This design comes from an exercise in tuning for small area and a short achievable clock period on the open sky130 flow, not from production work.
The RTL was checked by simulation tests, not by an equivalence proof against the original design.
Power figures rest on the tool's default switching activity, not on a simulated workload.

==> design/flow/design.v <==
`timescale 1ns / 1ps
module mul_csa (
    input  [7:0] A,
    input  [9:1] A3,
    input  [7:0] B,
    output [15:0] s,
    output [14:0] t
);
    wire [9:0] a1 = {2'b0, A};
    wire [9:0] a2 = {1'b0, A, 1'b0};
    wire [9:0] p0, p1, p2, p3;
    wire [1:0] d0 = B[1:0];
    assign p0 = ({10{d0 == 2'd1}} & a1) | ({10{d0 == 2'd2}} & a2) |
                ({10{d0 == 2'd3}} & {A3, A[0]});
    wire [1:0] d1 = B[3:2];
    assign p1 = ({10{d1 == 2'd1}} & a1) | ({10{d1 == 2'd2}} & a2) |
                ({10{d1 == 2'd3}} & {A3, A[0]});
    wire [1:0] d2 = B[5:4];
    assign p2 = ({10{d2 == 2'd1}} & a1) | ({10{d2 == 2'd2}} & a2) |
                ({10{d2 == 2'd3}} & {A3, A[0]});
    wire [1:0] d3 = B[7:6];
    assign p3 = ({10{d3 == 2'd1}} & a1) | ({10{d3 == 2'd2}} & a2) |
                ({10{d3 == 2'd3}} & {A3, A[0]});
    wire hs0 = p0[6] ^ p1[4];
    wire hc0 = p0[6] & p1[4];
    wire fs0 = p0[7] ^ p1[5] ^ p2[3];
    wire fc0 = (p0[7] & p1[5]) | (p0[7] & p2[3]) | (p1[5] & p2[3]);
    wire fs1 = p0[8] ^ p1[6] ^ p2[4];
    wire fc1 = (p0[8] & p1[6]) | (p0[8] & p2[4]) | (p1[6] & p2[4]);
    wire fs2 = p0[9] ^ p1[7] ^ p2[5];
    wire fc2 = (p0[9] & p1[7]) | (p0[9] & p2[5]) | (p1[7] & p2[5]);
    wire hs1 = p1[8] ^ p2[6];
    wire hc1 = p1[8] & p2[6];
    wire hs2 = p1[9] ^ p2[7];
    wire hc2 = p1[9] & p2[7];
    wire hs3 = p0[4] ^ p1[2];
    wire hc3 = p0[4] & p1[2];
    wire fs3 = p0[5] ^ p1[3] ^ p2[1];
    wire fc3 = (p0[5] & p1[3]) | (p0[5] & p2[1]) | (p1[3] & p2[1]);
    wire fs4 = p2[2] ^ p3[0] ^ hs0;
    wire fc4 = (p2[2] & p3[0]) | (p2[2] & hs0) | (p3[0] & hs0);
    wire fs5 = p3[1] ^ hc0 ^ fs0;
    wire fc5 = (p3[1] & hc0) | (p3[1] & fs0) | (hc0 & fs0);
    wire fs6 = p3[2] ^ fc0 ^ fs1;
    wire fc6 = (p3[2] & fc0) | (p3[2] & fs1) | (fc0 & fs1);
    wire fs7 = p3[3] ^ fc1 ^ fs2;
    wire fc7 = (p3[3] & fc1) | (p3[3] & fs2) | (fc1 & fs2);
    wire fs8 = p3[4] ^ hs1 ^ fc2;
    wire fc8 = (p3[4] & hs1) | (p3[4] & fc2) | (hs1 & fc2);
    wire fs9 = p3[5] ^ hc1 ^ hs2;
    wire fc9 = (p3[5] & hc1) | (p3[5] & hs2) | (hc1 & hs2);
    wire fs10 = p2[8] ^ p3[6] ^ hc2;
    wire fc10 = (p2[8] & p3[6]) | (p2[8] & hc2) | (p3[6] & hc2);
    wire hs4 = p2[9] ^ p3[7];
    wire hc4 = p2[9] & p3[7];
    assign s[0] = p0[0];
    assign s[1] = p0[1];
    assign s[2] = p0[2];
    assign s[3] = p0[3];
    assign s[4] = p2[0];
    assign s[5] = hc3;
    assign s[6] = fc3;
    assign s[7] = fc4;
    assign s[8] = fc5;
    assign s[9] = fc6;
    assign s[10] = fc7;
    assign s[11] = fs9;
    assign s[12] = fs10;
    assign s[13] = hs4;
    assign s[14] = p3[8];
    assign s[15] = p3[9];
    assign t[0] = 1'b0;
    assign t[1] = 1'b0;
    assign t[2] = p1[0];
    assign t[3] = p1[1];
    assign t[4] = hs3;
    assign t[5] = fs3;
    assign t[6] = fs4;
    assign t[7] = fs5;
    assign t[8] = fs6;
    assign t[9] = fs7;
    assign t[10] = fs8;
    assign t[11] = fc8;
    assign t[12] = fc9;
    assign t[13] = fc10;
    assign t[14] = hc4;
endmodule
module pe (
    input clk,
    input [2:0] a,
    input [1:0] r,
    input [7:0] in1,
    input [7:0] filter,
    output reg [15:0] pe_out
);
    reg [7:0] A, B;
    reg [9:1] A3;      
    reg [15:0] cs;
    reg [14:4] ct;
    reg cc;
    wire [15:0] ms;
    wire [14:0] mt;
    mul_csa mul (.A(A), .A3(A3), .B(B), .s(ms), .t(mt));
    reg [15:0] xs;
    reg [14:0] xt;
    always @(*) begin
        case (a)
            3'b000: begin xs = {{(16-8){1'b0}}, A};  xt = {{(15-8){1'b0}}, B}; end
            3'b001: begin xs = ms;                     xt = mt; end
            3'b010: begin xs = {{(16-8){1'b0}}, A & B}; xt = 0; end
            3'b011: begin xs = {{(16-8){1'b0}}, A | B}; xt = 0; end
            3'b100: begin xs = {{(16-8){1'b0}}, ~A}; xt = 0; end
            default: begin xs = {{(16-8){1'b0}}, ~B}; xt = 0; end
        endcase
    end
    wire [4:0] lo_mul = ms[3:0] + mt[3:0];
    wire [4:0] lo_add = A[3:0] + B[3:0];
    wire [4:0] lo = (a == 3'b001) ? lo_mul : (a == 3'b000) ? lo_add : {1'b0, xs[3:0]};
    wire [15:4] hi = cs[15:4] + ct + cc;
    always @(posedge clk) begin
        if (r == 2'b00) begin
            A <= in1;
            A3 <= in1[7:1] + in1;
            B <= filter;
        end
        if (r == 2'b01)
            pe_out <= {hi, cs[3:0]};
        if (~(a[2] & a[1])) begin
            cs <= {xs[15:4], lo[3:0]};
            ct <= xt[14:4];
            cc <= lo[4];
        end
    end
endmodule
module TopModule (
    input clk,
    input [31:0] global_data,
    input [7:0] global_control,
    input [11:0] global_control2,
    input [31:0] global_filter,
    output [63:0] global_output
);
    genvar i;
    generate
        for (i = 0; i < 4; i = i + 1) begin : PE_INST
            pe pe_inst (
                .clk(clk),
                .a(global_control2[3*i +: 3]),
                .r(global_control[2*i +: 2]),
                .in1(global_data[8*i +: 8]),
                .filter(global_filter[8*i +: 8]),
                .pe_out(global_output[16*i +: 16])
            );
        end
    endgenerate
endmodule
==> design/flow/flow/run.sh <==
#!/bin/bash
# Standard synthesis, then the standard layout steps with the slow delay
# buffers kept out of port buffering and timing repair.
set -euo pipefail
bash standard.sh synth > synth_make.log 2>&1
export DONT_USE_CELLS="sky130_fd_sc_hd__clkdlybuf4s15_1 sky130_fd_sc_hd__clkdlybuf4s15_2 sky130_fd_sc_hd__clkdlybuf4s18_1 sky130_fd_sc_hd__clkdlybuf4s18_2 sky130_fd_sc_hd__clkdlybuf4s25_1 sky130_fd_sc_hd__clkdlybuf4s25_2 sky130_fd_sc_hd__clkdlybuf4s50_1 sky130_fd_sc_hd__clkdlybuf4s50_2 sky130_fd_sc_hd__dlygate4sd1_1 sky130_fd_sc_hd__dlygate4sd2_1 sky130_fd_sc_hd__dlygate4sd3_1 sky130_fd_sc_hd__dlymetal6s2s_1 sky130_fd_sc_hd__dlymetal6s4s_1 sky130_fd_sc_hd__dlymetal6s6s_1"
bash standard.sh finish > finish_make.log 2>&1
==> design/flow/standard.sh <==
#!/bin/bash
# synth_recipe.tcl (not shown) runs the flow's synth.tcl, then flattens the netlist and writes it again
# the make line also repeats each setting of config.mk as NAME=value (left out here)
make -C /OpenROAD-flow-scripts/flow DESIGN_CONFIG=/design/flow/config.mk WORK_HOME=/design/flow/orfs CLKGATE_MAP_FILE= SYNTH_SCRIPT=/design/flow/synth_recipe.tcl "${@:-finish}"
==> design/flow/config.mk <==
export PLATFORM = sky130hd
export DESIGN_NAME = TopModule
export DESIGN_NICKNAME = TopModule
export VERILOG_FILES = /design/flow/design.v
export SDC_FILE = /design/flow/constraint.sdc
export NUM_CORES = 4
export LEC_CHECK = 0
export CAP_MARGIN = 20
export CORE_MARGIN = 2
export CORE_UTILIZATION = 60
export CTS_CLUSTER_DIAMETER = 150
export CTS_CLUSTER_SIZE = 28
export SETUP_SLACK_MARGIN = 4.5
export SLEW_MARGIN = 20
==> design/flow/constraint.sdc <==
create_clock -name core_clock -period 7.0 [get_ports {clk}]
set_input_delay 1.4000 -clock core_clock [delete_from_list [all_inputs] [get_ports {clk}]]
set_output_delay 1.4000 -clock core_clock [all_outputs]
set_load 0.01 [all_outputs]
==> results of run 1 <==
cells in the mapped netlist (5+ instances only):
master	number	area share [%]
edfxtp_1	276	44
nand2_1	184	3.7
nor2_1	156	3.1
ha_1	136	9.1
inv_1	132	2.7
o21ai_0	127	3.4
mux2i_1	87	4.7
a21oi_1	84	2.3
clkbuf_1	74	1.5
fa_1	64	6.9
xnor2_1	35	1.6
a22oi_1	29	1.2
and3_1	29	0.97
mux2_2	29	1.8
o211ai_1	28	1.1
nor2b_1	27	0.91
xor2_1	25	1.2
nand3_1	24	0.64
buf_2	22	0.59
a211oi_1	21	0.84
a22o_1	19	0.89
a31oi_1	17	0.57
nor3_1	16	0.43
a21o_1	15	0.60
o21a_1	13	0.52
o22ai_1	9	0.30
or3_1	8	0.27
a221oi_1	7	0.33
nand2b_1	7	0.23
o21ai_1	7	0.19
or2_2	7	0.23
o31ai_1	6	0.24
clkinv_1	5	0.10
cells by family after synthesis:
group | count (synthesis) | synth area share, %
compound gates | 420 | 14.2
xor+xnor | 60 | 2.82
fa+ha+maj | 204 | 16.2
buf+inv | 236 | 4.91
flops | 276 | 44.4
mux | 117 | 6.54
simple gates | 468 | 10.9
final timing paths:
path	end	depth (start not counted)
worst max-delay path	global_output[52]	1
worst min register to register	PE_INST[3].pe_inst.pe_out[2]	0
worst max register to register	PE_INST[2].pe_inst.cs[3]	7
worst min-delay path	PE_INST[3].pe_inst.pe_out[2]	0
metal layers:
metal  vias to the layer above  GRT usage (%)
met1                      6603           32.9
met4                         0           8.29
met5                         -              0
li1                       6675              -
met3                        85           2.81
met2                       499           44.9
sequential cells by signal, indices dropped and copies added, names as in the netlist:
name,cells
PE_INST.pe_inst.cs,64
PE_INST.pe_inst.pe_out,64
PE_INST.pe_inst.ct,44
PE_INST.pe_inst.A3,36
PE_INST.pe_inst.A,32
PE_INST.pe_inst.B,32
PE_INST.pe_inst.cc,4
where the power goes:
part / internal (mW) / switching, mW / total (mW)
logic: 0.522 / 0.620 / 1.14
registers: 2.00 / 0.113 / 2.12
clock network: 0.375 / 0.487 / 0.862
repair_timing:
action	in CTS	in global routing
pin swaps	26	55
hold endpoints to repair	0	0
cloned	2	0
setup endpoints to repair	362	97
setup buffers	51	34
gates resized for setup	427	111
stage by stage:
| stage | utilization, % | hold slack, ns |
|---|---|---|
| 6_report | 71.0 | 0.431 |
| 2_1_floorplan | - | 0.400 |
| 3_3_place_gp | 67.5 | 0.401 |
| 4_1_cts | 69.8 | 0.431 |
| 5_1_grt | 71.0 | 0.439 |
| 3_5_place_dp | 67.5 | 0.405 |
area by class of cell:
cell class	instances	area [um2]	area share (%)
flip-flops and latches	276	8290	38.1
inverters	137	529	2.44
repair buffers	239	1900	8.76
clock buffers	13	325	1.50
well taps	396	495	2.28
clock inverters	1	30.0	0.138
diodes	1	2.50	0.0115
multi-input cells	1269	10200	46.7
==> impl_metrics.toml, run 1 <==
[timing]
post-route-min-period_ns = 2.53
relSlewSlack_pct = 47.2
final.setup_skew_ns = 0.00965
finalSetupViolCount = 0
hold_violations = 0
clock.fmax_mhz = 395
timing.final.ws_setup_ns = 4.47
rsz0062_at_grt = "yes"
fin_crit_sh_pct = 36.2
drv_slew = 0
tns_ns = 0
worstMarginPinSlew_ns = 0.788

[run]
drv_cap = 0

[pwr]
ir_worst_vdd_uv = 130
powerDensity_mw_per_mm2 = 190
p_leak_nw = 8.99
fin_total_pwr_mw = 4.12

[setup_path]
cp-end-kind = "output port"
cp_data_required_time_ns = 5.60
path_class = "reg2out"
r2r_start = "PE_INST[2].pe_inst.B[1]"
cp_top_family = "flip-flops"
slowest_stage = "edfxtp_1"
crit_chain = "buf_2"
cp-start-kind = "register"
cp.buffers_inverters = 1
rrSetupSlack_ns = 4.52
cp_max_fo = 1
cp-startpoint = "PE_INST[3].pe_inst.pe_out[4]"
arrival_ns = 1.13
slowest_delay_ns = 0.46

[finish]
fin_nets = 2221
layout-drive-gt1-share_pct = 19.2
instances_no_fill = 2332
final_common_cell = "edfxtp_1"
fin_area_mm2 = 0.0217
area_delta_synth_final_pct = 16.4
layout_common_cells = "276 x edfxtp_1, 177 x nand2_1, 136 x nor2_1"
fillCellCount = 2246

[logic_synthesis]
netlist_area_mm2 = 0.0187
yosys_register_bits = 276
synth_flop_cell = "edfxtp_1"
post_synth_num_cell_types = 55
synth-edff-count = 276
seq_area_frac_synth_pct = 44.4
syn-num-nets = 2066
synthesis.instances = 1781
yosysWarningCount = 1
async_flop_share_pct = 0
avgSynthCellArea_um2 = 10.5

[route]
vias = 13900
wl_um = 42200
drt_first_iter_violations = 1041
drt-wirelength-per-cell_um = 18.1
drc_errors = 0
first_pass_iters = 6
wl_met3_um = 2180
dr.max_layer_used = "met4"
wl_met1_um = 17500
wl_met2_um = 21000
viasPerCell = 5.94
drtAntennaViolNets = 0

[die]
core-area_mm2 = 0.0306
start_util_pct = 61.0
ios = 149
die_w_um = 180
die_area_mm2 = 0.0325
die_y_um = 180
row_count = 64

[placement]
place_congestion = 0.926
dp_hpwl_um = 29900
io_buffers = 148
placed_cells = 2230
dp_worst_setup_slack_ns = 3.18
placed_cell_area_mm2 = 0.0206

[cts]
cts_made_buffers = 13
clock_path_buffers = 3
clk_pin_slew_ns = 0.11
cts.sinks = 276
cts.htree.levels = 1
cts_hold_buf = 0
cts_tree = "done"
clk_latency_ns = 0.49
cts_root_buf = "clkbuf_16"

[global_route]
gr-total-overflow = 0
grt_pass1_wl_um = 68500
grt_pass1_vias = 13600
grt_usage_pct = 25.4
antenna_found_initial = 1
grt_max_degree = 34

[worst_hold_path]
hp-class = "reg2reg"
min-delay-start = "PE_INST[3].pe_inst.cs[2]"

[run_status]
status = "no timing/DRC/antenna violations"
==> run 2: changes to the inputs <==
==> design/flow/flow/run.sh (replaced) <==
#!/bin/bash
# Standard synthesis, then the standard layout steps, with the port buffers
# started as sky130_fd_sc_hd__buf_2 (timing repair resizes them as needed).
set -euo pipefail
bash standard.sh synth > synth_make.log 2>&1
export BUFFER_PORTS_ARGS="-buffer_cell sky130_fd_sc_hd__buf_2"
bash standard.sh finish > finish_make.log 2>&1
==> impl_metrics.toml, run 2 <==
[run]
drv_cap = 0

[timing]
clock.fmax_mhz = 392
drv_slew = 0
worstMarginPinSlew_ns = 0.909
rsz0062_at_grt = "yes"
finalSetupViolCount = 0
final.setup_skew_ns = 0.0137
relSlewSlack_pct = 39.1
tns_ns = 0
post-route-min-period_ns = 2.55
hold_violations = 0
fin_crit_sh_pct = 36.4

[global_route]
grt_max_degree = 34
gr-total-overflow = 0
grt_pass1_vias = 13200
grt_usage_pct = 24.5
antenna_found_initial = 0
grt_pass1_wl_um = 66100

[finish]
seq_area_mm2 = 0.00829
final_common_cell = "edfxtp_1"
layout_common_cells = "276 x edfxtp_1, 179 x nand2_1, 141 x nor2_1"
layout-drive-gt1-share_pct = 20.6
diodes = 0
reg.largest.list = "PE_INST.pe_inst.cs x64, PE_INST.pe_inst.pe_out x64, PE_INST.pe_inst.ct x44"
multi_input_area_mm2 = 0.0100
fillCellCount = 2300
fin_nets = 2226
area_delta_synth_final_pct = 13.8

[setup_path]
rr_worst_depth = 7
r2r_start = "PE_INST[2].pe_inst.B[4]"
rrSetupSlack_ns = 4.45
rr_endpoint = "PE_INST[2].pe_inst.ct[9]"
path_class = "reg2reg"
arrival_ns = 2.79
cp_data_required_time_ns = 7.24
cp-end-kind = "register"
crit_path_end = "PE_INST[2].pe_inst.ct[9]"
cp-startpoint = "PE_INST[2].pe_inst.B[4]"
cp_max_fo = 5
cp-start-kind = "register"

[cts]
clk_latency_ns = 0.50
cts_made_buffers = 13
clk_pin_slew_ns = 0.11
cts.sinks = 276
cts.htree.levels = 1
cts_tree = "done"
cts_root_buf = "clkbuf_16"
clock_path_buffers = 3
cts_hold_buf = 0

[logic_synthesis]
post-synth-top-area-cell = "edfxtp_1"
synth_most_common_cell = "edfxtp_1"
post_synth_num_cell_types = 55
yosysWarningCount = 1
synth_compound_area_share_pct = 14.2
avgSynthCellArea_um2 = 10.5
yosys_register_bits = 276
synth_top_family_by_area = "adder cells"
async_flop_share_pct = 0
synthTopCellsByCount = "276 x edfxtp_1, 184 x nand2_1, 156 x nor2_1, 136 x ha_1, 132 x inv_1"
synthesis.instances = 1781
seq_area_frac_synth_pct = 44.4
syn-num-nets = 2066
yosys.area_share.simple_pct = 10.9
muxShareOfSynthArea_pct = 6.54
synth-edff-count = 276
synth_flop_cell = "edfxtp_1"
synth_adder_area_share_pct = 16.2
synthXorXnorAreaFrac_pct = 2.82
yosys-top-cells-area = "edfxtp_1 44%, ha_1 9.1%, fa_1 6.9%"
netlist_area_mm2 = 0.0187
yosysTopAreaCellShare_pct = 44.4

[die]
row_count = 64
start_util_pct = 61.0
die_area_mm2 = 0.0325
ios = 149
die_w_um = 180
die_y_um = 180
core-area_mm2 = 0.0306

[pwr]
internal-power_mw = 2.87
powerDensity_mw_per_mm2 = 192
comb_power_share_pct = 27.1
seq_power_share_pct = 52.0
clock_power_share_pct = 21.0
p_leak_nw = 8.93
fin_total_pwr_mw = 4.08
switching_share_pct = 29.5
ir_worst_vdd_uv = 207
p_switching_mw = 1.20

[route]
drt_first_iter_violations = 1066
wl_um = 41200
viasPerCell = 5.88
drtAntennaViolNets = 0
drc_errors = 0
first_pass_iters = 6
vias = 13700
drt-wirelength-per-cell_um = 17.6

[placement]
io_buffers = 148
place_congestion = 0.949
dp_hpwl_um = 29700

[worst_hold_path]
hp-class = "reg2reg"

[run_status]
status = "no timing/DRC/antenna violations"
-- run 2: kinds of logic (layout without fill, tap and decap cells) --
kind of cell | after synthesis | after routing
buffers and inverters | 236 | 395
multiplexers | 117 | 117
XOR/XNOR | 60 | 60
flip-flops | 276 | 276
AO/OA/AOI/OAI | 420 | 420
adder cells (fa/ha/maj) | 204 | 204
AND/OR/NAND/NOR | 468 | 468
-- run 2: repair_timing --
item,in CTS,in global routing
gates cloned,0,1
endpoints found under the setup margin,70,60
gates resized for setup,22,65
pin swaps,6,42
setup buffers,47,45
-- run 2: final cells by class --
class	count	share of cell area (%)
clock buffers	13	1.53
clock inverters	1	0.141
inverters	137	2.49
multi-input cells	1269	47.2
flip-flops and latches	276	39.0
well taps	396	2.33
repair buffers	244	7.24
-- run 2: worst min path at each step --
| stage | cells after the start | slack [ns] | end | from |
|---|---|---|---|---|
| finish | 0 | 0.42 | PE_INST[3].pe_inst.pe_out[3] | PE_INST[3].pe_inst.cs[3] |
| global placement | 0 | 0.40 | PE_INST[3].pe_inst.pe_out[3] | PE_INST[3].pe_inst.cs[3] |
| global route | 0 | 0.44 | PE_INST[3].pe_inst.pe_out[2] | PE_INST[3].pe_inst.cs[2] |
| CTS | 0 | 0.43 | PE_INST[1].pe_inst.pe_out[0] | PE_INST[1].pe_inst.cs[0] |
| detailed placement | 0 | 0.41 | PE_INST[1].pe_inst.pe_out[0] | PE_INST[1].pe_inst.cs[0] |
| floorplan | 0 | 0.40 | PE_INST[0].pe_inst.pe_out[0] | PE_INST[0].pe_inst.cs[0] |
-- run 2: power by group through the flow --
stage | sequential, mW | clock (mW) | combinational [mW]
2_1_floorplan | 2.11 | 0 | 0.764
3_3_place_gp | 2.19 | 0 | 0.945
3_5_place_dp | 2.19 | 0 | 0.970
4_1_cts | 2.12 | 0.876 | 1.04
5_1_grt | 2.14 | 0.927 | 1.23
6_report | 2.12 | 0.855 | 1.10
-- run 2: worst max-delay path: stages (launching register included) --
cell and delay (ns):
edfxtp_1 0.51, buf_4 0.18, buf_6 0.11, mux2_2 0.26, a22oi_1 0.17, fa_1 0.48, fa_1 0.54, nor2_1 0.04
-- run 2: layer usage --
metal,global-route usage (%),vias up,wire length (um),part of all wire [%]
met5,0,-,0,0
met4,7.03,0,1270,3.1
li1,-,6677,-,-
met1,31.7,6465,17000,41
met3,3.15,79,2540,6.2
met2,43.2,522,20400,50
-- run 2: per-stage QoR --
stage | util, % | setup slack [ns] | hold slack [ns] | std cells | cell area [um2]
finish | 69.4 | 4.45 | 0.425 | 2336 | 21200
global placement | 65.0 | 3.99 | 0.403 | 2228 | 19900
global route | 69.4 | 4.35 | 0.438 | 2336 | 21200
CTS | 67.6 | 4.44 | 0.430 | 2290 | 20700
detailed placement | 65.1 | 3.88 | 0.406 | 2229 | 19900
floorplan | - | 4.27 | 0.400 | 1781 | 19100
==> run 3: changes to the inputs <==
==> design/flow/run.sh (new file) <==
#!/bin/bash
# synth_recipe.tcl (not shown) runs the flow's synth.tcl, then flattens the netlist and writes it again
# the make line also repeats each setting of config.mk as NAME=value (left out here)
make -C /OpenROAD-flow-scripts/flow DESIGN_CONFIG=/design/flow/config.mk WORK_HOME=/design/flow/orfs CLKGATE_MAP_FILE= SYNTH_SCRIPT=/design/flow/synth_recipe.tcl finish
removed: design/flow/flow/run.sh
removed: design/flow/standard.sh
==> impl_metrics.toml, run 3 <==
[setup_path]
cp_top_family = "flip-flops"
cp-end-kind = "output port"
arrival_ns = 1.13
slowest_delay_ns = 0.46
cp_data_required_time_ns = 5.60
cp-startpoint = "PE_INST[3].pe_inst.pe_out[4]"
r2r_start = "PE_INST[2].pe_inst.B[1]"
cp.buffers_inverters = 1
slowest_stage = "edfxtp_1"
cp-start-kind = "register"
crit_chain = "buf_2"
path_class = "reg2out"
cp_max_fo = 1

[global_route]
grt_pass1_wl_um = 68500
grt_usage_pct = 25.4
grt_max_degree = 34
busiest_layer = "met2"
antenna_found_initial = 1
grt_use_met3_pct = 2.81
met1_usage_pct = 32.9
gr-total-overflow = 0
grt_pass1_vias = 13600
use_met2_pct = 44.9

[logic_synthesis]
post-synth-top-area-cell = "edfxtp_1"
yosysWarningCount = 1
synthesis.instances = 1781
yosys-top-cells-area = "edfxtp_1 44%, ha_1 9.1%, fa_1 6.9%"
post_synth_num_cell_types = 55
avgSynthCellArea_um2 = 10.5
yosysTopAreaCellShare_pct = 44.4
yosys_register_bits = 276
synth-edff-count = 276
netlist_area_mm2 = 0.0187
synth_most_common_cell = "edfxtp_1"
synthTopCellsByCount = "276 x edfxtp_1, 184 x nand2_1, 156 x nor2_1, 136 x ha_1, 132 x inv_1"
syn-num-nets = 2066
seq_area_frac_synth_pct = 44.4
synth_flop_cell = "edfxtp_1"
async_flop_share_pct = 0

[die]
ios = 149
die_w_um = 180
core-area_mm2 = 0.0306
die_area_mm2 = 0.0325
die_y_um = 180
start_util_pct = 61.0
row_count = 64

[cts]
cts.htree.levels = 1
cts_tree = "done"
cts.sinks = 276
cts_root_buf = "clkbuf_16"
clk_latency_ns = 0.49
clock_path_buffers = 3
clk_pin_slew_ns = 0.11
cts_made_buffers = 13
cts_hold_buf = 0

[pwr]
switching_share_pct = 29.6
p_leak_nw = 8.99
comb_power_share_pct = 27.7
clock_power_share_pct = 20.9
powerDensity_mw_per_mm2 = 190
ir_worst_vdd_uv = 130
p_switching_mw = 1.22
seq_power_share_pct = 51.4
internal-power_mw = 2.90

[timing]
post-route-min-period_ns = 2.53
rsz0062_at_grt = "yes"
tns_ns = 0
relSlewSlack_pct = 47.2
fin_crit_sh_pct = 36.2
drv_slew = 0
timing.final.ws_setup_ns = 4.47
worstMarginPinSlew_ns = 0.788
clock.fmax_mhz = 395
hold_violations = 0
final.setup_skew_ns = 0.00965
finalSetupViolCount = 0

[route]
wl_um = 42200
drc_errors = 0
drtAntennaViolNets = 0
viasPerCell = 5.94
vias = 13900
drt-wirelength-per-cell_um = 18.1
drt_first_iter_violations = 1041
first_pass_iters = 6

[finish]
layout_common_cells = "276 x edfxtp_1, 177 x nand2_1, 136 x nor2_1"
multi_input_area_mm2 = 0.0102
seq_area_mm2 = 0.00829
layout-drive-gt1-share_pct = 19.2
reg.largest.list = "PE_INST.pe_inst.cs x64, PE_INST.pe_inst.pe_out x64, PE_INST.pe_inst.ct x44"
fin_nets = 2221
final_common_cell = "edfxtp_1"
fillCellCount = 2246
area_delta_synth_final_pct = 16.4

[worst_hold_path]
min-delay-start = "PE_INST[3].pe_inst.cs[2]"
hp-class = "reg2reg"

[run_status]
status = "no timing/DRC/antenna violations"

[placement]
dp_worst_setup_slack_ns = 3.18
dp_hpwl_um = 29900
io_buffers = 148
place_congestion = 0.926

[run]
drv_cap = 0
==> run 3: routing by layer <==
layer  wire length, um  vias to the layer above
li1                  -                     6675
met1             17500                     6603
met2             21000                      499
met3              2180                       85
met4              1450                        0
met5                 0                        -
==> run 3: path summary, 6_finish.rpt <==
path	endpoint	slack, ns	cells past startpoint
worst max register to register	PE_INST[2].pe_inst.cs[3]	4.52	7
worst min register to register	PE_INST[3].pe_inst.pe_out[2]	0.43	0
worst max-delay path	global_output[52]	4.47	1
worst min-delay path	PE_INST[3].pe_inst.pe_out[2]	0.43	0
==> run 3: stage by stage <==
| stage | utilization, % | instance area (um2) | hold slack, ns | cells | power (mW) |
|---|---|---|---|---|---|
| after floorplan | - | 19100 | 0.400 | 1781 | 2.87 |
| after CTS | 69.8 | 21300 | 0.431 | 2297 | 4.07 |
| after detailed placement | 67.5 | 20600 | 0.405 | 2230 | 3.21 |
| final | 71.0 | 21700 | 0.431 | 2332 | 4.12 |
| after global routing | 71.0 | 21700 | 0.439 | 2332 | 4.34 |
| after global placement | 67.5 | 20600 | 0.401 | 2230 | 3.18 |
==> run 3: final cells by class <==
class | instances | share of cell area (%)
clock inverters | 1 | 0.138
multi-input cells | 1269 | 46.7
well taps | 396 | 2.28
clock buffers | 13 | 1.50
repair buffers | 239 | 8.76
diodes | 1 | 0.0115
flip-flops and latches | 276 | 38.1
inverters | 137 | 2.44
==> run 3: cell families after synthesis <==
kind of cell    share of synthesized area [%]
simple gates                             10.9
compound gates                           14.2
flops                                    44.4
buf+inv                                  4.91
fa+ha+maj                                16.2
mux                                      6.54
xor+xnor                                 2.82
==> run 3: repair_timing <==
action,CTS,global route
cloned,2,0
buffers inserted,51,34
pin swaps,26,55
resized for setup,427,111
setup endpoints to repair,362,97
==> run 3: power groups by stage <==
stage,clock network [mW],registers (mW),logic [mW]
after floorplan,0,2.11,0.764
after global placement,0,2.18,0.999
after detailed placement,0,2.19,1.03
after CTS,0.874,2.12,1.08
after global routing,0.934,2.13,1.27
final,0.862,2.12,1.14
==> run 4: changes to the inputs <==
==> design/flow/flow/run.sh (new file) <==
#!/bin/bash
# Standard synthesis, then the standard layout steps, with the port buffers
# started as sky130_fd_sc_hd__buf_1 (timing repair resizes them as needed).
set -euo pipefail
bash standard.sh synth > synth_make.log 2>&1
export BUFFER_PORTS_ARGS="-buffer_cell sky130_fd_sc_hd__buf_1"
bash standard.sh finish > finish_make.log 2>&1
==> design/flow/standard.sh (new file) <==
#!/bin/bash
# synth_recipe.tcl (not shown) runs the flow's synth.tcl, then flattens the netlist and writes it again
# the make line also repeats each setting of config.mk as NAME=value (left out here)
make -C /OpenROAD-flow-scripts/flow DESIGN_CONFIG=/design/flow/config.mk WORK_HOME=/design/flow/orfs CLKGATE_MAP_FILE= SYNTH_SCRIPT=/design/flow/synth_recipe.tcl "${@:-finish}"
removed: design/flow/run.sh
==> impl_metrics.toml, run 4 <==
[run_status]
status = "no timing/DRC/antenna violations"

[setup_path]
path_common_cell = "fa_1"
cp-end-kind = "register"
slowest_delay_ns = 0.52
rr_endpoint = "PE_INST[0].pe_inst.ct[9]"
cp_max_fo = 3
cp_top_family = "adder cells"
cp_data_required_time_ns = 7.25
rrSetupSlack_ns = 4.47
cp-start-kind = "register"
path_class = "reg2reg"
crit_chain = "buf_6 > mux2_2 > a22o_1 > fa_1 > inv_2 > fa_1 > nor2_1"
slowest_stage = "fa_1"
r2r_start = "PE_INST[0].pe_inst.B[5]"
rr_worst_depth = 7
cp.buffers_inverters = 2
arrival_ns = 2.78

[global_route]
grt_pass1_vias = 13300
grt_usage_pct = 24.8
grt_max_degree = 34
gr-total-overflow = 0
antenna_found_initial = 3
grt_pass1_wl_um = 66700

[logic_synthesis]
async_flop_share_pct = 0
yosysWarningCount = 1
post_synth_num_cell_types = 55
yosys_register_bits = 276
syn-num-nets = 2066
yosysTopAreaCellShare_pct = 44.4
synthesis.instances = 1781
netlist_area_mm2 = 0.0187
seq_area_frac_synth_pct = 44.4
synth_flop_cell = "edfxtp_1"
yosys-top-cells-area = "edfxtp_1 44%, ha_1 9.1%, fa_1 6.9%"
synth-edff-count = 276
post-synth-top-area-cell = "edfxtp_1"
synth_most_common_cell = "edfxtp_1"
avgSynthCellArea_um2 = 10.5
synthTopCellsByCount = "276 x edfxtp_1, 184 x nand2_1, 156 x nor2_1, 136 x ha_1, 132 x inv_1"

[route]
drt_first_iter_violations = 999
drc_errors = 0
viasPerCell = 5.87
wl_um = 41400
drt-wirelength-per-cell_um = 17.7
first_pass_iters = 5
drtAntennaViolNets = 0
vias = 13700

[placement]
io_buffers = 148
dp_hpwl_um = 29900
placed_cell_area_mm2 = 0.0197
place_congestion = 0.934

[pwr]
internal-power_mw = 2.87
p_switching_mw = 1.21
clock_power_share_pct = 21.0
powerDensity_mw_per_mm2 = 193
seq_power_share_pct = 52.0
switching_share_pct = 29.6
p_leak_nw = 8.61
comb_power_share_pct = 27.0
ir_worst_vdd_uv = 194

[worst_hold_path]
min-delay-start = "PE_INST[1].pe_inst.cs[0]"
hp-class = "reg2reg"
min_to = "PE_INST[1].pe_inst.pe_out[0]"
whs_path_depth = 0

[cts]
cts_hold_buf = 0
cts_tree = "done"
clk_latency_ns = 0.50
cts_made_buffers = 13
cts.htree.levels = 1
cts_root_buf = "clkbuf_16"
clk_pin_slew_ns = 0.10
cts.sinks = 276
clock_path_buffers = 3

[die]
die_w_um = 180
die_area_mm2 = 0.0325
die_y_um = 180
ios = 149
row_count = 64
start_util_pct = 61.0
core-area_mm2 = 0.0306

[run]
drv_cap = 0

[timing]
relSlewSlack_pct = 36.9
finalSetupViolCount = 0
final.setup_skew_ns = 0.00957
rsz0062_at_grt = "yes"
worstMarginPinSlew_ns = 0.942
drv_slew = 0
tns_ns = 0
post-route-min-period_ns = 2.53
fin_crit_sh_pct = 36.2
hold_violations = 0
clock.fmax_mhz = 395

[finish]
fin_nets = 2223
layout_common_cells = "276 x edfxtp_1, 179 x nand2_1, 138 x nor2_1"
reg.largest.list = "PE_INST.pe_inst.cs x64, PE_INST.pe_inst.pe_out x64, PE_INST.pe_inst.ct x44"
final_common_cell = "edfxtp_1"
layout-drive-gt1-share_pct = 15.2
fillCellCount = 2375
postLayoutCoreUtil_pct = 69.1
fin_area_mm2 = 0.0212
area_delta_synth_final_pct = 13.3
-- run 4: final cells by class --
class	count	area, um2	share of cell area [%]
Antenna cell	1	2.50	0.0118
Clock buffer	13	325	1.54
Clock inverter	1	30.0	0.142
Inverter	137	536	2.53
Multi-Input combinational cell	1269	10100	47.5
Sequential cell	276	8290	39.2
Tap cell	396	495	2.34
Timing Repair Buffer	241	1420	6.71
-- run 4: routing by layer --
metal	GRT usage, %	vias to the layer above	routed length [um]
met3	3.19	77	2310
met1	31.3	6460	17200
li1	-	6687	-
met4	9.52	4	1500
met5	0	-	27
met2	43.5	464	20400
-- run 4: kinds of logic after synthesis --
| logic type | share of synthesized area (%) |
|---|---|
| AOI/OAI and AO/OA | 14.2 |
| adders and majority gates | 16.2 |
| xor gates and xnor gates | 2.82 |
| muxes | 6.54 |
| and+or+nand+nor | 10.9 |
| buffers and inverters | 4.91 |
| DFF | 44.4 |
-- run 4: through the flow --
step / power [mW] / hold WS (ns) / setup slack [ns] / std cells
2_1_floorplan: 2.87 / 0.400 / 4.27 / 1781
3_3_place_gp: 3.12 / 0.402 / 3.83 / 2232
3_5_place_dp: 3.15 / 0.405 / 3.69 / 2232
4_1_cts: 4.03 / 0.431 / 4.44 / 2283
5_1_grt: 4.29 / 0.446 / 4.37 / 2334
6_report: 4.07 / 0.430 / 4.47 / 2334
-- run 4: repair_timing --
item	CTS	global route
setup buffers	37	50
setup endpoints to repair	103	57
gates resized for setup	57	93
pin swaps	9	33
endpoints found under the hold margin	0	0
-- run 4: worst reg2reg max path, stage by stage (launching register included) --
cell      delay, ns
edfxtp_1       0.50
buf_6          0.15
mux2_2         0.33
a22o_1         0.22
fa_1           0.49
inv_2          0.04
fa_1           0.52
nor2_1         0.04
-- run 4: power by group through the flow --
stage / combinational (mW) / sequential (mW) / clock (mW)
finish: 1.10 / 2.12 / 0.855
global route: 1.23 / 2.14 / 0.924
detailed placement: 0.958 / 2.19 / 0
floorplan: 0.764 / 2.11 / 0
global placement: 0.932 / 2.19 / 0
CTS: 1.02 / 2.13 / 0.878
-- run 4: worst max path at each step --
stage | start | end | slack, ns | depth (start not counted)
finish | PE_INST[0].pe_inst.B[5] | PE_INST[0].pe_inst.ct[9] | 4.47 | 7
global route | PE_INST[3].pe_inst.B[5] | PE_INST[3].pe_inst.ct[7] | 4.37 | 8
CTS | PE_INST[0].pe_inst.B[0] | PE_INST[0].pe_inst.ct[7] | 4.44 | 7
detailed placement | global_control2[5] | PE_INST[1].pe_inst.cs[1] | 3.69 | 5
global placement | global_control2[5] | PE_INST[1].pe_inst.cs[1] | 3.83 | 5
floorplan | global_data[0] | PE_INST[0].pe_inst.A3[7] | 4.27 | 8
==> run 5: changes to the inputs <==
--- a/design/flow/config.mk
+++ b/design/flow/config.mk
@@ -10,5 +10,5 @@
 export CORE_UTILIZATION = 60
 export CTS_CLUSTER_DIAMETER = 150
 export CTS_CLUSTER_SIZE = 28
-export SETUP_SLACK_MARGIN = 4.5
+export SETUP_SLACK_MARGIN = 4.6
 export SLEW_MARGIN = 20
==> impl_metrics.toml, run 5 <==
[run_status]
status = "no timing/DRC/antenna violations"

[pwr]
ir_worst_vdd_uv = 188
fin_total_pwr_mw = 4.14
powerDensity_mw_per_mm2 = 191
p_leak_nw = 8.96

[setup_path]
path_class = "reg2out"
crit_chain = "clkbuf_2"
rrSetupSlack_ns = 4.49
slowest_stage = "edfxtp_1"
rr_endpoint = "PE_INST[0].pe_inst.ct[9]"
arrival_ns = 1.11
cp-start-kind = "register"
cp_top_family = "flip-flops"
slowest_delay_ns = 0.46
rr_worst_depth = 7
cp.buffers_inverters = 1
cp_max_fo = 1
cp-end-kind = "output port"
cp_data_required_time_ns = 5.60
r2r_start = "PE_INST[0].pe_inst.B[5]"

[logic_synthesis]
yosysWarningCount = 1
async_flop_share_pct = 0
seq_area_frac_synth_pct = 44.4
syn-num-nets = 2066
yosys_register_bits = 276
post_synth_num_cell_types = 55
avgSynthCellArea_um2 = 10.5
yosys-top-cells-area = "edfxtp_1 44%, ha_1 9.1%, fa_1 6.9%"
netlist_area_mm2 = 0.0187
synthTopCellsByCount = "276 x edfxtp_1, 184 x nand2_1, 156 x nor2_1, 136 x ha_1, 132 x inv_1"
post-synth-top-area-cell = "edfxtp_1"
yosysTopAreaCellShare_pct = 44.4
synth_flop_cell = "edfxtp_1"
synthesis.instances = 1781
synth-edff-count = 276
synth_most_common_cell = "edfxtp_1"

[global_route]
grt_pass1_wl_um = 67200
grt_usage_pct = 24.9
gr-total-overflow = 0
grt_max_degree = 34
grt_pass1_vias = 13500
antenna_found_initial = 1

[placement]
place_congestion = 0.889
dp_hpwl_um = 29500
io_buffers = 148

[run]
drv_cap = 0

[cts]
clock_path_buffers = 3
cts.htree.levels = 1
cts_made_buffers = 13
clk_latency_ns = 0.50
cts_root_buf = "clkbuf_16"
cts_tree = "done"
cts.sinks = 276
cts_hold_buf = 0
clk_pin_slew_ns = 0.11

[die]
start_util_pct = 61.0
ios = 149
core-area_mm2 = 0.0306
die_w_um = 180
die_y_um = 180
die_area_mm2 = 0.0325
row_count = 64

[timing]
relSlewSlack_pct = 39.9
tns_ns = 0
post-route-min-period_ns = 2.51
worstMarginPinSlew_ns = 0.897
drv_slew = 0
rsz0062_at_grt = "yes"
clock.fmax_mhz = 398
final.setup_skew_ns = 0.0163
hold_violations = 0
finalSetupViolCount = 0
fin_crit_sh_pct = 35.9

[route]
drt_first_iter_violations = 1174
vias = 13900
drt-wirelength-per-cell_um = 17.8
wl_um = 42000
viasPerCell = 5.89
drc_errors = 0
first_pass_iters = 5
drtAntennaViolNets = 0

[worst_hold_path]
min-delay-start = "PE_INST[1].pe_inst.cs[3]"
hp-class = "reg2reg"
whs_path_depth = 0
min_to = "PE_INST[1].pe_inst.pe_out[3]"

[finish]
area_delta_synth_final_pct = 16.2
reg.largest.list = "PE_INST.pe_inst.cs x64, PE_INST.pe_inst.pe_out x64, PE_INST.pe_inst.ct x44"
diodes = 0
layout-drive-gt1-share_pct = 20.7
fin_nets = 2252
layout_common_cells = "276 x edfxtp_1, 175 x nand2_1, 134 x nor2_1"
final_common_cell = "edfxtp_1"
run 5: cell types whose count changed in the layout (fill, tap and decap cells not counted), sizes merged, moves of 2 or more:
cell	previous run	this run
clkdlybuf4s15	2	0
clkinvlp	4	0
inv	130	132
clkbuf	31	76
buf	221	207
clkinv	3	5
run 5: layout make-up:
type,instances,area [um2]
sequential,276,8290
timing repair buffer,270,1770
inverter,137,536
fill,2280,8910
tap,396,495
clock inverter,1,30.0
multi-input combinational,1269,10200
clock buffer,13,325
run 5: cells by family after synthesis:
family,synth area share [%]
AND/OR/NAND/NOR,10.9
multiplexers,6.54
buffers and inverters,4.91
XOR/XNOR,2.82
flip-flops,44.4
AO/OA/AOI/OAI,14.2
adder cells (fa/ha/maj),16.2
run 5: what timing repair did:
action | in CTS | in global routing
pin swaps | 47 | 56
hold endpoints to repair | 0 | 0
buffers inserted | 78 | 40
setup endpoints to repair | 208 | 132
gates resized for setup | 125 | 144
run 5: worst max path at each step:
stage,from,to,slack (ns),cells past startpoint
floorplan,global_data[0],PE_INST[0].pe_inst.A3[7],4.30,8
global placement,global_control2[5],PE_INST[1].pe_inst.cs[1],3.73,5
detailed placement,global_control2[5],PE_INST[1].pe_inst.cs[1],3.65,5
CTS,PE_INST[0].pe_inst.B[5],PE_INST[0].pe_inst.ct[7],4.45,9
global route,PE_INST[1].pe_inst.B[4],PE_INST[1].pe_inst.ct[9],4.44,7
finish,PE_INST[2].pe_inst.pe_out[0],global_output[32],4.49,1
run 5: stage by stage:
stage	util (%)	instances	worst slack [ns]	hold slack [ns]	cell area (um2)
CTS	68.8	2322	4.45	0.430	21000
global route	70.9	2362	4.44	0.437	21700
global placement	64.6	2230	3.73	0.403	19800
floorplan	-	1781	4.30	0.400	19200
detailed placement	64.6	2230	3.65	0.405	19800
finish	70.9	2362	4.49	0.429	21700
run 5: power breakdown:
group / total [mW] / internal (mW) / switching, mW / leakage, nW
registers: 2.11 / 2.00 / 0.108 / 2.76
logic: 1.16 / 0.524 / 0.635 / 6.03
clock network: 0.867 / 0.375 / 0.492 / 0.174
run 5: layer usage:
layer  track usage [%]  part of all wire (%)
met3              2.99                   5.4
met2              44.3                    50
met5                 0                 0.021
met1              32.4                    42
met4              6.74                   2.0
==> run 6: changes to the inputs <==
--- a/design/flow/config.mk
+++ b/design/flow/config.mk
@@ -10,5 +10,6 @@
 export CORE_UTILIZATION = 60
 export CTS_CLUSTER_DIAMETER = 150
 export CTS_CLUSTER_SIZE = 28
-export SETUP_SLACK_MARGIN = 4.6
+export GPL_TIMING_DRIVEN = 0
+export SETUP_SLACK_MARGIN = 4.4
 export SLEW_MARGIN = 20
==> impl_metrics.toml, run 6 <==
[timing]
worstMarginPinSlew_ns = 0.900
timing.final.ws_setup_ns = 4.46
rsz0062_at_grt = "yes"
final.setup_skew_ns = 0.0374
clock.fmax_mhz = 393
tns_ns = 0
finalSetupViolCount = 0
relSlewSlack_pct = 39.7
hold_violations = 0
fin_crit_sh_pct = 36.3
post-route-min-period_ns = 2.54
drv_slew = 0

[pwr]
p_switching_mw = 1.21
powerDensity_mw_per_mm2 = 193
p_leak_nw = 8.56
seq_power_share_pct = 51.3
ir_worst_vdd_uv = 198
internal-power_mw = 2.85
switching_share_pct = 29.8
clock_power_share_pct = 21.2
comb_power_share_pct = 27.5

[cts]
cts_made_buffers = 13
cts_tree = "done"
clk_latency_ns = 0.51
cts_hold_buf = 0
cts_root_buf = "clkbuf_16"
cts.sinks = 276
clk_pin_slew_ns = 0.12
cts.htree.levels = 1
clock_path_buffers = 3

[route]
first_pass_iters = 5
drtAntennaViolNets = 0
viasPerCell = 5.82
vias = 13900
drc_errors = 0
wl_um = 41600
drt-wirelength-per-cell_um = 17.5
drt_first_iter_violations = 876

[logic_synthesis]
avgSynthCellArea_um2 = 10.5
synthTopCellsByCount = "276 x edfxtp_1, 184 x nand2_1, 156 x nor2_1, 136 x ha_1, 132 x inv_1"
yosys-top-cells-area = "edfxtp_1 44%, ha_1 9.1%, fa_1 6.9%"
synth-edff-count = 276
yosys_register_bits = 276
seq_area_frac_synth_pct = 44.4
yosysTopAreaCellShare_pct = 44.4
netlist_area_mm2 = 0.0187
async_flop_share_pct = 0
synth_most_common_cell = "edfxtp_1"
yosysWarningCount = 1
syn-num-nets = 2066
post-synth-top-area-cell = "edfxtp_1"
synthesis.instances = 1781
post_synth_num_cell_types = 55
synth_flop_cell = "edfxtp_1"

[global_route]
grt_pass1_wl_um = 67500
antenna_found_initial = 1
grt_pass1_vias = 13600
gr-total-overflow = 0
grt_usage_pct = 25.1
grt_max_degree = 29

[finish]
final_common_cell = "edfxtp_1"
layout-drive-gt1-share_pct = 12.9
fin_nets = 2269
multi_input_area_mm2 = 0.00994
layout_common_cells = "276 x edfxtp_1, 179 x nand2_1, 144 x nor2_1"
area_delta_synth_final_pct = 13.0
seq_area_mm2 = 0.00829
fillCellCount = 2382
reg.largest.list = "PE_INST.pe_inst.cs x64, PE_INST.pe_inst.pe_out x64, PE_INST.pe_inst.ct x44"

[worst_hold_path]
hp-class = "reg2reg"
min_to = "PE_INST[2].pe_inst.pe_out[3]"
min-delay-start = "PE_INST[2].pe_inst.cs[3]"
whs_path_depth = 0

[setup_path]
arrival_ns = 2.77
r2r_start = "PE_INST[1].pe_inst.B[4]"
cp_max_fo = 10
slowest_stage = "clkbuf_1"
rr_worst_depth = 8
cp.buffers_inverters = 3
rrSetupSlack_ns = 4.49
cp-end-kind = "register"
rr_endpoint = "PE_INST[1].pe_inst.ct[7]"
cp-start-kind = "input port"
cp_num_cells = 6
cp_top_family = "buffers and inverters"
slowest_delay_ns = 0.49
crit_chain = "buf_1 > buf_2 > clkbuf_1 > nor2_1 > o22ai_1 > o21ai_0"
cp_data_required_time_ns = 7.23
path_class = "in2reg"

[die]
die_y_um = 180
ios = 149
start_util_pct = 61.0
core-area_mm2 = 0.0306
die_area_mm2 = 0.0325
die_w_um = 180
row_count = 64

[run_status]
status = "no timing/DRC/antenna violations"

[placement]
io_buffers = 145
dp_hpwl_um = 31700
place_congestion = 0.935
dp_worst_setup_slack_ns = 3.72

[run]
drv_cap = 0
-- run 6: cell counts after synthesis --
No cell type changed its count.
-- run 6: worst max-delay path by stage --
stage,start,endpoint,slack (ns)
finish,global_control2[10],PE_INST[3].pe_inst.cs[3],4.46
global route,PE_INST[3].pe_inst.B[0],PE_INST[3].pe_inst.ct[7],4.30
CTS,PE_INST[1].pe_inst.B[3],PE_INST[1].pe_inst.ct[7],4.34
detailed placement,global_data[17],PE_INST[2].pe_inst.A3[7],3.72
global placement,global_data[25],PE_INST[3].pe_inst.A3[7],3.80
floorplan,global_data[0],PE_INST[0].pe_inst.A3[7],4.27
-- run 6: what timing repair did --
action                     CTS  global route
pin swaps                    3            25
gates resized for setup     46           124
gates cloned                 0             1
setup buffers                6            34
setup endpoints to repair   30           131
-- run 6: power by group through the flow --
stage / clock (mW) / sequential [mW] / combinational [mW]
after floorplan: 0 / 2.11 / 0.758
after global placement: 0 / 2.12 / 1.02
after detailed placement: 0 / 2.12 / 1.05
after CTS: 0.882 / 2.09 / 1.07
after global routing: 0.936 / 2.10 / 1.25
final: 0.862 / 2.08 / 1.12
-- run 6: worst register-to-register path, cell delays in order (launching register included) --
cell and delay [ns]:
edfxtp_1 0.44, buf_8 0.16, nor2b_1 0.12, buf_4 0.16
a22o_1 0.24, fa_1 0.50, fa_1 0.41, mux2i_1 0.17
nor2_1 0.07
-- run 6: stage by stage --
step	power, mW	hold slack (ns)	area, um2	instances	util (%)
global route	4.28	0.439	21100	2380	68.9
CTS	4.03	0.423	20600	2344	67.3
global placement	3.13	0.404	20000	2322	65.5
detailed placement	3.17	0.406	20100	2324	65.7
floorplan	2.87	0.400	19000	1781	-
finish	4.06	0.416	21100	2380	68.9
-- run 6: cell families (layout without fill, tap and decap cells) --
logic type	count (synthesis)	in the layout	synth area share, %
other	0	1	0
buffers and inverters	236	438	4.91
adder cells (fa/ha/maj)	204	204	16.2
multiplexers	117	117	6.54
XOR/XNOR	60	60	2.82
AO/OA/AOI/OAI	420	420	14.2
AND/OR/NAND/NOR	468	468	10.9
flip-flops	276	276	44.4
-- run 6: cell type report --
class / instances / share of cell area (%)
flip-flops and latches: 276 / 39.3
clock buffers: 13 / 1.54
repair buffers: 188 / 4.41
multi-input cells: 1269 / 47.2
diodes: 1 / 0.0119
well taps: 396 / 2.35
clock inverters: 1 / 0.142
inverters: 137 / 2.51
plain buffers: 99 / 2.53
-- run 6: routing by layer --
| layer | global-route usage [%] | vias to the layer above | share of wire, % |
|---|---|---|---|
| li1 | - | 6764 | - |
| met1 | 32.1 | 6579 | 43 |
| met2 | 44.9 | 419 | 49 |
| met3 | 2.32 | 90 | 4.6 |
| met4 | 8.45 | 0 | 4.0 |
| met5 | 0 | - | 0 |
==> run 7: changes to the inputs <==
--- a/design/flow/config.mk
+++ b/design/flow/config.mk
@@ -10,6 +10,6 @@
 export CORE_UTILIZATION = 60
 export CTS_CLUSTER_DIAMETER = 150
 export CTS_CLUSTER_SIZE = 28
-export GPL_TIMING_DRIVEN = 0
 export SETUP_SLACK_MARGIN = 4.4
 export SLEW_MARGIN = 20
+export TNS_END_PERCENT = 20
==> impl_metrics.toml, run 7 <==
[logic_synthesis]
yosys-top-cells-area = "edfxtp_1 44%, ha_1 9.1%, fa_1 6.9%"
post-synth-top-area-cell = "edfxtp_1"
seq_area_frac_synth_pct = 44.4
yosys_register_bits = 276
netlist_area_mm2 = 0.0187
synth-edff-count = 276
async_flop_share_pct = 0
synthesis.instances = 1781
synth_flop_cell = "edfxtp_1"
synth_most_common_cell = "edfxtp_1"
post_synth_num_cell_types = 55
yosysWarningCount = 1
synthTopCellsByCount = "276 x edfxtp_1, 184 x nand2_1, 156 x nor2_1, 136 x ha_1, 132 x inv_1"
yosysTopAreaCellShare_pct = 44.4
syn-num-nets = 2066
avgSynthCellArea_um2 = 10.5

[cts]
cts_root_buf = "clkbuf_16"
clk_pin_slew_ns = 0.11
cts.sinks = 276
cts_tree = "done"
cts_made_buffers = 13
clock_path_buffers = 3
clk_latency_ns = 0.50
cts.htree.levels = 1

[route]
viasPerCell = 5.87
first_pass_iters = 5
drt_first_iter_violations = 978
drtAntennaViolNets = 0
vias = 13500
drc_errors = 0
drt-wirelength-per-cell_um = 17.3
wl_um = 39700

[die]
core-area_mm2 = 0.0306
row_count = 64
die_area_mm2 = 0.0325
start_util_pct = 61.0
ios = 149
die_w_um = 180
die_y_um = 180

[finish]
final_common_cell = "edfxtp_1"
instances_no_fill = 2291
multi_input_area_mm2 = 0.00965
diodes = 0
reg.largest.list = "PE_INST.pe_inst.cs x64, PE_INST.pe_inst.pe_out x64, PE_INST.pe_inst.ct x44"
layout-drive-gt1-share_pct = 8.55
seq_area_mm2 = 0.00829
fillCellCount = 2475
area_delta_synth_final_pct = 8.65
layout_common_cells = "276 x edfxtp_1, 180 x nand2_1, 142 x nor2_1"
fin_nets = 2181

[placement]
placed_cells = 2237
io_buffers = 148
dp_hpwl_um = 29400
place_congestion = 0.910
dp_worst_setup_slack_ns = 3.54

[timing]
timing.final.ws_setup_ns = 4.37
rsz0062_at_grt = "yes"
post-route-min-period_ns = 2.63
finalSetupViolCount = 0
final.setup_skew_ns = 0.0177
fin_crit_sh_pct = 37.6
tns_ns = 0
relSlewSlack_pct = 42.3
worstMarginPinSlew_ns = 0.866
hold_violations = 0
clock.fmax_mhz = 380
drv_slew = 0

[run_status]
status = "no timing/DRC/antenna violations"

[setup_path]
slowest_stage = "edfxtp_1"
cp_data_required_time_ns = 7.25
cp-start-kind = "register"
cp-end-kind = "register"
crit_chain = "nor2_2 > nand2_1 > o21ai_0 > ha_1 > fa_1 > mux4_2 > o21a_1"
arrival_ns = 2.88
slowest_delay_ns = 0.52
cp_max_fo = 7
path_class = "reg2reg"

[pwr]
ir_worst_vdd_uv = 152
p_leak_nw = 8.24
powerDensity_mw_per_mm2 = 197

[global_route]
grt_pass1_vias = 13000
gr-total-overflow = 0
grt_usage_pct = 23.6
antenna_found_initial = 0
grt_max_degree = 34
grt_pass1_wl_um = 63600

[run]
drv_cap = 0

[worst_hold_path]
hp-class = "reg2reg"
[run 7: final timing paths]
kind                            startpoint                            to  slack, ns  depth (start not counted)
setup / recovery   PE_INST[2].pe_inst.B[1]      PE_INST[2].pe_inst.cs[3]       4.37                          7
hold / removal    PE_INST[3].pe_inst.cs[2]  PE_INST[3].pe_inst.pe_out[2]       0.42                          0
setup reg to reg   PE_INST[2].pe_inst.B[1]      PE_INST[2].pe_inst.cs[3]       4.37                          7
hold reg to reg   PE_INST[3].pe_inst.cs[2]  PE_INST[3].pe_inst.pe_out[2]       0.42                          0
[run 7: what timing repair did]
item,in CTS,in global routing
resized for setup,8,38
buffers inserted,23,17
endpoints found under the setup margin,76,133
pin swaps,0,10
hold buffers,0,0
cloned,0,0
[run 7: cell families (layout without fill, tap and decap cells)]
| group | Yosys count | after routing | synth area share, % |
|---|---|---|---|
| DFF | 276 | 276 | 44.4 |
| adders and majority gates | 204 | 204 | 16.2 |
| xor gates and xnor gates | 60 | 60 | 2.82 |
| and+or+nand+nor | 468 | 468 | 10.9 |
| buffers and inverters | 236 | 350 | 4.91 |
| AOI/OAI and AO/OA | 420 | 420 | 14.2 |
| muxes | 117 | 117 | 6.54 |
[run 7: where the power goes]
group | total [mW] | internal, mW | switching [mW]
clock network | 0.859 | 0.375 | 0.484
logic | 1.01 | 0.433 | 0.576
registers | 2.12 | 2.00 | 0.117
[run 7: final cells by class]
cell class | instances | area share (%)
inverters | 137 | 2.57
well taps | 396 | 2.44
clock buffers | 13 | 1.60
flip-flops and latches | 276 | 40.9
clock inverters | 1 | 0.148
multi-input cells | 1269 | 47.6
repair buffers | 199 | 4.74
[run 7: metal layers]
metal  vias to the layer above  track usage [%]  part of all wire, %
li1                       6592                -                    -
met1                      6431             30.7                   43
met2                       375             41.9                   49
met3                        53             2.67                  4.8
met4                         0             6.48                  2.5
met5                         -                0                    0
[run 7: worst max-delay path: cells and delay by family, from the launching register on]
| kind | cells | cell delay, ns |
|---|---|---|
| adder cells (fa/ha/maj) | 2 | 0.65 |
| AND/OR/NAND/NOR | 2 | 0.40 |
| multiplexers | 1 | 0.46 |
| AO/OA/AOI/OAI | 2 | 0.36 |
| flip-flops | 1 | 0.52 |
[run 7: metrics by stage]
stage | util [%] | instance area, um2 | total power, mW | hold WS [ns]
after floorplan | - | 18800 | 2.85 | 0.400
after global placement | 63.8 | 19500 | 3.10 | 0.401
after detailed placement | 63.8 | 19500 | 3.12 | 0.406
after CTS | 65.6 | 20100 | 3.99 | 0.431
after global routing | 66.3 | 20300 | 4.21 | 0.439
final | 66.3 | 20300 | 3.99 | 0.417
==> run 8: changes to the inputs <==
--- a/design/flow/config.mk
+++ b/design/flow/config.mk
@@ -10,6 +10,6 @@
 export CORE_UTILIZATION = 60
 export CTS_CLUSTER_DIAMETER = 150
 export CTS_CLUSTER_SIZE = 28
-export SETUP_SLACK_MARGIN = 4.4
+export SETUP_SLACK_MARGIN = 4.6
 export SLEW_MARGIN = 20
-export TNS_END_PERCENT = 20
+export TNS_END_PERCENT = 30
==> impl_metrics.toml, run 8 <==
[route]
first_pass_iters = 6
viasPerCell = 5.86
drt_first_iter_violations = 1084
drc_errors = 0
drt-wirelength-per-cell_um = 17.4
vias = 13900
drtAntennaViolNets = 0
wl_um = 41400

[setup_path]
path_class = "reg2reg"
cp_max_fo = 5
rrSetupSlack_ns = 4.48
cp_data_required_time_ns = 7.25
cp-end-kind = "register"
rr_endpoint = "PE_INST[1].pe_inst.ct[7]"
r2r_start = "PE_INST[1].pe_inst.B[4]"
rr_worst_depth = 9
arrival_ns = 2.77
cp-start-kind = "register"

[timing]
drv_slew = 0
finalSetupViolCount = 0
final.setup_skew_ns = 0.0223
clock.fmax_mhz = 397
tns_ns = 0
post-route-min-period_ns = 2.52
relSlewSlack_pct = 52.6
hold_violations = 0
worstMarginPinSlew_ns = 0.709
fin_crit_sh_pct = 36.0
timing.final.ws_setup_ns = 4.48
rsz0062_at_grt = "yes"

[logic_synthesis]
synthesis.instances = 1781
avgSynthCellArea_um2 = 10.5
post_synth_num_cell_types = 55
synthTopCellsByCount = "276 x edfxtp_1, 184 x nand2_1, 156 x nor2_1, 136 x ha_1, 132 x inv_1"
yosysWarningCount = 1
yosys-top-cells-area = "edfxtp_1 44%, ha_1 9.1%, fa_1 6.9%"
synth_flop_cell = "edfxtp_1"
syn-num-nets = 2066
synth_most_common_cell = "edfxtp_1"
post-synth-top-area-cell = "edfxtp_1"
synth-edff-count = 276
async_flop_share_pct = 0
yosysTopAreaCellShare_pct = 44.4
yosys_register_bits = 276
seq_area_frac_synth_pct = 44.4
netlist_area_mm2 = 0.0187

[global_route]
gr-total-overflow = 0
grt_pass1_wl_um = 67400
grt_pass1_vias = 13500
grt_max_degree = 34
antenna_found_initial = 1
grt_usage_pct = 24.9

[die]
die_w_um = 180
die_y_um = 180
row_count = 64
die_area_mm2 = 0.0325
core-area_mm2 = 0.0306
start_util_pct = 61.0
ios = 149

[cts]
clock_path_buffers = 3
cts.sinks = 276
cts_made_buffers = 13
cts_root_buf = "clkbuf_16"
cts_hold_buf = 0
clk_pin_slew_ns = 0.11
clk_latency_ns = 0.50
cts.htree.levels = 1
cts_tree = "done"

[worst_hold_path]
min-delay-start = "PE_INST[3].pe_inst.cs[3]"
hp-class = "reg2reg"
min_to = "PE_INST[3].pe_inst.pe_out[3]"
whs_path_depth = 0

[finish]
reg.largest.list = "PE_INST.pe_inst.cs x64, PE_INST.pe_inst.pe_out x64, PE_INST.pe_inst.ct x44"
area_delta_synth_final_pct = 15.5
layout_common_cells = "276 x edfxtp_1, 174 x nand2_1, 137 x nor2_1"
fin_area_mm2 = 0.0216
fin_nets = 2261
layout-drive-gt1-share_pct = 18.1
final_common_cell = "edfxtp_1"

[placement]
placed_cell_area_mm2 = 0.0197
io_buffers = 148
dp_hpwl_um = 29100
place_congestion = 0.926
dp_worst_setup_slack_ns = 3.69

[pwr]
p_leak_nw = 8.85
ir_worst_vdd_uv = 214
powerDensity_mw_per_mm2 = 191

[run_status]
status = "no timing/DRC/antenna violations"

[run]
drv_cap = 0
[run 8: cell counts after synthesis]
No cell type changed its count.
[run 8: what timing repair did]
item	4_1_cts	5_1_grt
buffers inserted	82	40
gates cloned	0	0
gates resized for setup	117	91
hold endpoints to repair	0	0
endpoints found under the setup margin	198	160
pin swaps	51	51
[run 8: how the worst max path moves through the flow]
| stage | start | endpoint | slack [ns] |
|---|---|---|---|
| 2_1_floorplan | global_data[0] | PE_INST[0].pe_inst.A3[7] | 4.30 |
| 3_3_place_gp | global_control2[5] | PE_INST[1].pe_inst.cs[1] | 3.83 |
| 3_5_place_dp | global_control2[5] | PE_INST[1].pe_inst.cs[1] | 3.69 |
| 4_1_cts | PE_INST[2].pe_inst.pe_out[0] | global_output[32] | 4.47 |
| 5_1_grt | PE_INST[1].pe_inst.B[4] | PE_INST[1].pe_inst.ct[7] | 4.39 |
| 6_report | PE_INST[1].pe_inst.B[4] | PE_INST[1].pe_inst.ct[7] | 4.48 |
[run 8: logic make-up after synthesis]
logic type | share of synthesized area [%]
AOI/OAI and AO/OA | 14.2
xor gates and xnor gates | 2.82
adders and majority gates | 16.2
buffers and inverters | 4.91
DFF | 44.4
muxes | 6.54
and+or+nand+nor | 10.9
[run 8: layer usage]
metal | GRT usage [%] | wire length, um
met1 | 32.6 | 17100
met2 | 42.0 | 19800
met3 | 3.90 | 2890
met4 | 9.32 | 1520
met5 | 0 | 0
[run 8: cell type report]
cell class	instances	area [um2]
Antenna cell	1	2.50
Clock buffer	13	325
Clock inverter	1	30.0
Fill cell	2252	9030
Inverter	137	522
Multi-Input combinational cell	1269	10100
Sequential cell	276	8290
Tap cell	396	495
Timing Repair Buffer	279	1780
[run 8: where the power goes]
group          leakage, nW  total [mW]  internal, mW  switching [mW]
Combinational         5.91        1.14         0.515           0.625
Clock                0.174       0.860         0.375           0.485
Sequential            2.76        2.11          2.00           0.109
[run 8: worst max-delay path: stages (launching register included)]
cell,delay (ns)
edfxtp_1,0.45
buf_6,0.16
buf_12,0.12
nand2_1,0.08
o21ai_2,0.06
a22o_1,0.22
fa_1,0.56
fa_2,0.43
mux2i_1,0.15
nor2_1,0.05
[run 8: per-stage QoR]
| stage | utilization (%) | power, mW | hold slack (ns) | instances |
|---|---|---|---|---|
| CTS | 68.7 | 4.07 | 0.424 | 2331 |
| detailed placement | 64.5 | 3.14 | 0.408 | 2235 |
| global route | 70.5 | 4.35 | 0.442 | 2371 |
| finish | 70.5 | 4.11 | 0.416 | 2372 |
| floorplan | - | 2.87 | 0.400 | 1781 |
| global placement | 64.5 | 3.12 | 0.400 | 2235 |
==> run 9: changes to the inputs <==
--- a/design/flow/config.mk
+++ b/design/flow/config.mk
@@ -10,6 +10,5 @@
 export CORE_UTILIZATION = 60
 export CTS_CLUSTER_DIAMETER = 150
 export CTS_CLUSTER_SIZE = 28
-export SETUP_SLACK_MARGIN = 4.6
+export SETUP_SLACK_MARGIN = 4.4
 export SLEW_MARGIN = 20
-export TNS_END_PERCENT = 30
==> impl_metrics.toml, run 9 <==
[logic_synthesis]
yosys_register_bits = 276
async_flop_share_pct = 0
netlist_area_mm2 = 0.0187
synthTopCellsByCount = "276 x edfxtp_1, 184 x nand2_1, 156 x nor2_1, 136 x ha_1, 132 x inv_1"
yosysTopAreaCellShare_pct = 44.4
synth_flop_cell = "edfxtp_1"
yosysWarningCount = 1
synthesis.instances = 1781
post_synth_num_cell_types = 55
yosys-top-cells-area = "edfxtp_1 44%, ha_1 9.1%, fa_1 6.9%"
synth-edff-count = 276
seq_area_frac_synth_pct = 44.4
synth_most_common_cell = "edfxtp_1"
post-synth-top-area-cell = "edfxtp_1"
avgSynthCellArea_um2 = 10.5
syn-num-nets = 2066

[timing]
hold_slack_ns = 0.426
finalSetupViolCount = 0
timing.final.ws_setup_ns = 4.44
worstMarginPinSlew_ns = 0.971
drv_slew = 0
post-route-min-period_ns = 2.56
relSlewSlack_pct = 34.9
final.setup_skew_ns = 0.00625
fin_crit_sh_pct = 36.6
hold_violations = 0
tns_ns = 0
clock.fmax_mhz = 390
rsz0062_at_grt = "no"

[setup_path]
r2r_start = "PE_INST[1].pe_inst.B[4]"
cp_max_fo = 13
cp-startpoint = "PE_INST[1].pe_inst.B[4]"
cp-start-kind = "register"
cp-end-kind = "register"
path_class = "reg2reg"
cp_data_required_time_ns = 7.26
arrival_ns = 2.82

[finish]
layout-drive-gt1-share_pct = 11.7
reg.largest.list = "PE_INST.pe_inst.cs x64, PE_INST.pe_inst.pe_out x64, PE_INST.pe_inst.ct x44"
diodes = 0
postLayoutCoreUtil_pct = 67.6
instances_no_fill = 2309
fillCellCount = 2371
multi_input_area_mm2 = 0.00990
fin_area_mm2 = 0.0207
layout_common_cells = "276 x edfxtp_1, 180 x nand2_1, 140 x nor2_1"
fin_nets = 2199
seq_area_mm2 = 0.00829
final_common_cell = "edfxtp_1"
area_delta_synth_final_pct = 10.8

[placement]
io_buffers = 148
dp_hpwl_um = 29500
placed_cells = 2234
dp_worst_setup_slack_ns = 3.69
placed_cell_area_mm2 = 0.0197
place_congestion = 0.913

[die]
core-area_mm2 = 0.0306
die_y_um = 180
ios = 149
die_w_um = 180
start_util_pct = 61.0
row_count = 64
die_area_mm2 = 0.0325

[global_route]
grt_max_degree = 34
antenna_found_initial = 0
gr-total-overflow = 0
grt_pass1_vias = 13000
grt_pass1_wl_um = 65300
grt_usage_pct = 24.2

[route]
vias = 13500
drt-wirelength-per-cell_um = 17.3
wl_um = 39900
drc_errors = 0
first_pass_iters = 8
viasPerCell = 5.85
drt_first_iter_violations = 1149
drtAntennaViolNets = 0

[cts]
cts_made_buffers = 13
cts_root_buf = "clkbuf_16"
clk_pin_slew_ns = 0.10
cts_tree = "done"
cts.sinks = 276
clk_latency_ns = 0.49
clock_path_buffers = 3
cts.htree.levels = 1

[pwr]
fin_total_pwr_mw = 4.01
seq_power_share_pct = 52.8
ir_worst_vdd_uv = 157
p_leak_nw = 8.38
comb_power_share_pct = 26.0
powerDensity_mw_per_mm2 = 194
p_switching_mw = 1.18
switching_share_pct = 29.4
internal-power_mw = 2.83
clock_power_share_pct = 21.2

[worst_hold_path]
min-delay-start = "PE_INST[0].pe_inst.cs[2]"
hp-class = "reg2reg"

[run_status]
status = "no timing/DRC/antenna violations"

[run]
drv_cap = 0
## run 9: cell counts after synthesis
No cell type changed its count.
## run 9: worst paths after layout
kind / end / slack [ns] / cells after the start
worst max register to register: PE_INST[1].pe_inst.ct[7] / 4.44 / 8
worst max-delay path: PE_INST[1].pe_inst.ct[7] / 4.44 / 8
worst min register to register: PE_INST[0].pe_inst.pe_out[2] / 0.43 / 0
worst min-delay path: PE_INST[0].pe_inst.pe_out[2] / 0.43 / 0
## run 9: area by class of cell
class	count	area share, %
Clock buffer	13	1.57
Timing Repair Buffer	217	5.36
Tap cell	396	2.40
Sequential cell	276	40.1
Clock inverter	1	0.145
Multi-Input combinational cell	1269	47.9
Inverter	137	2.54
## run 9: per-layer routing
metal / vias up / GRT usage (%) / wire, um
met5: - / 0 / 0
met4: 0 / 7.71 / 1160
met3: 68 / 2.71 / 2010
met2: 448 / 41.5 / 19500
met1: 6354 / 32.3 / 17300
li1: 6632 / - / -
## run 9: timing repair
| item | CTS | global route |
|---|---|---|
| gates resized for setup | 14 | 47 |
| endpoints found under the setup margin | 52 | 88 |
| hold buffers | 0 | 0 |
| setup buffers | 29 | 32 |
| pin swaps | 0 | 10 |
| endpoints found under the hold margin | 0 | 0 |
## run 9: cell families after synthesis
group	count (synthesis)	synth area share (%)
buffers and inverters	236	4.91
flip-flops	276	44.4
multiplexers	117	6.54
AND/OR/NAND/NOR	468	10.9
adder cells (fa/ha/maj)	204	16.2
AO/OA/AOI/OAI	420	14.2
XOR/XNOR	60	2.82
## run 9: power by group through the flow
| stage | Clock (mW) | Sequential (mW) | Combinational, mW |
|---|---|---|---|
| floorplan | 0 | 2.11 | 0.758 |
| global placement | 0 | 2.18 | 0.937 |
| detailed placement | 0 | 2.19 | 0.954 |
| CTS | 0.878 | 2.12 | 1.01 |
| global route | 0.933 | 2.14 | 1.18 |
| finish | 0.849 | 2.12 | 1.04 |
## run 9: worst max-delay path, stage by stage, from the launching register on
cell and delay, ns:
edfxtp_1 0.49, buf_4 0.23, nand2_1 0.09, o21ai_0 0.08
a22o_1 0.21, fa_1 0.52, fa_1 0.49, mux2i_1 0.15
nor2_1 0.05
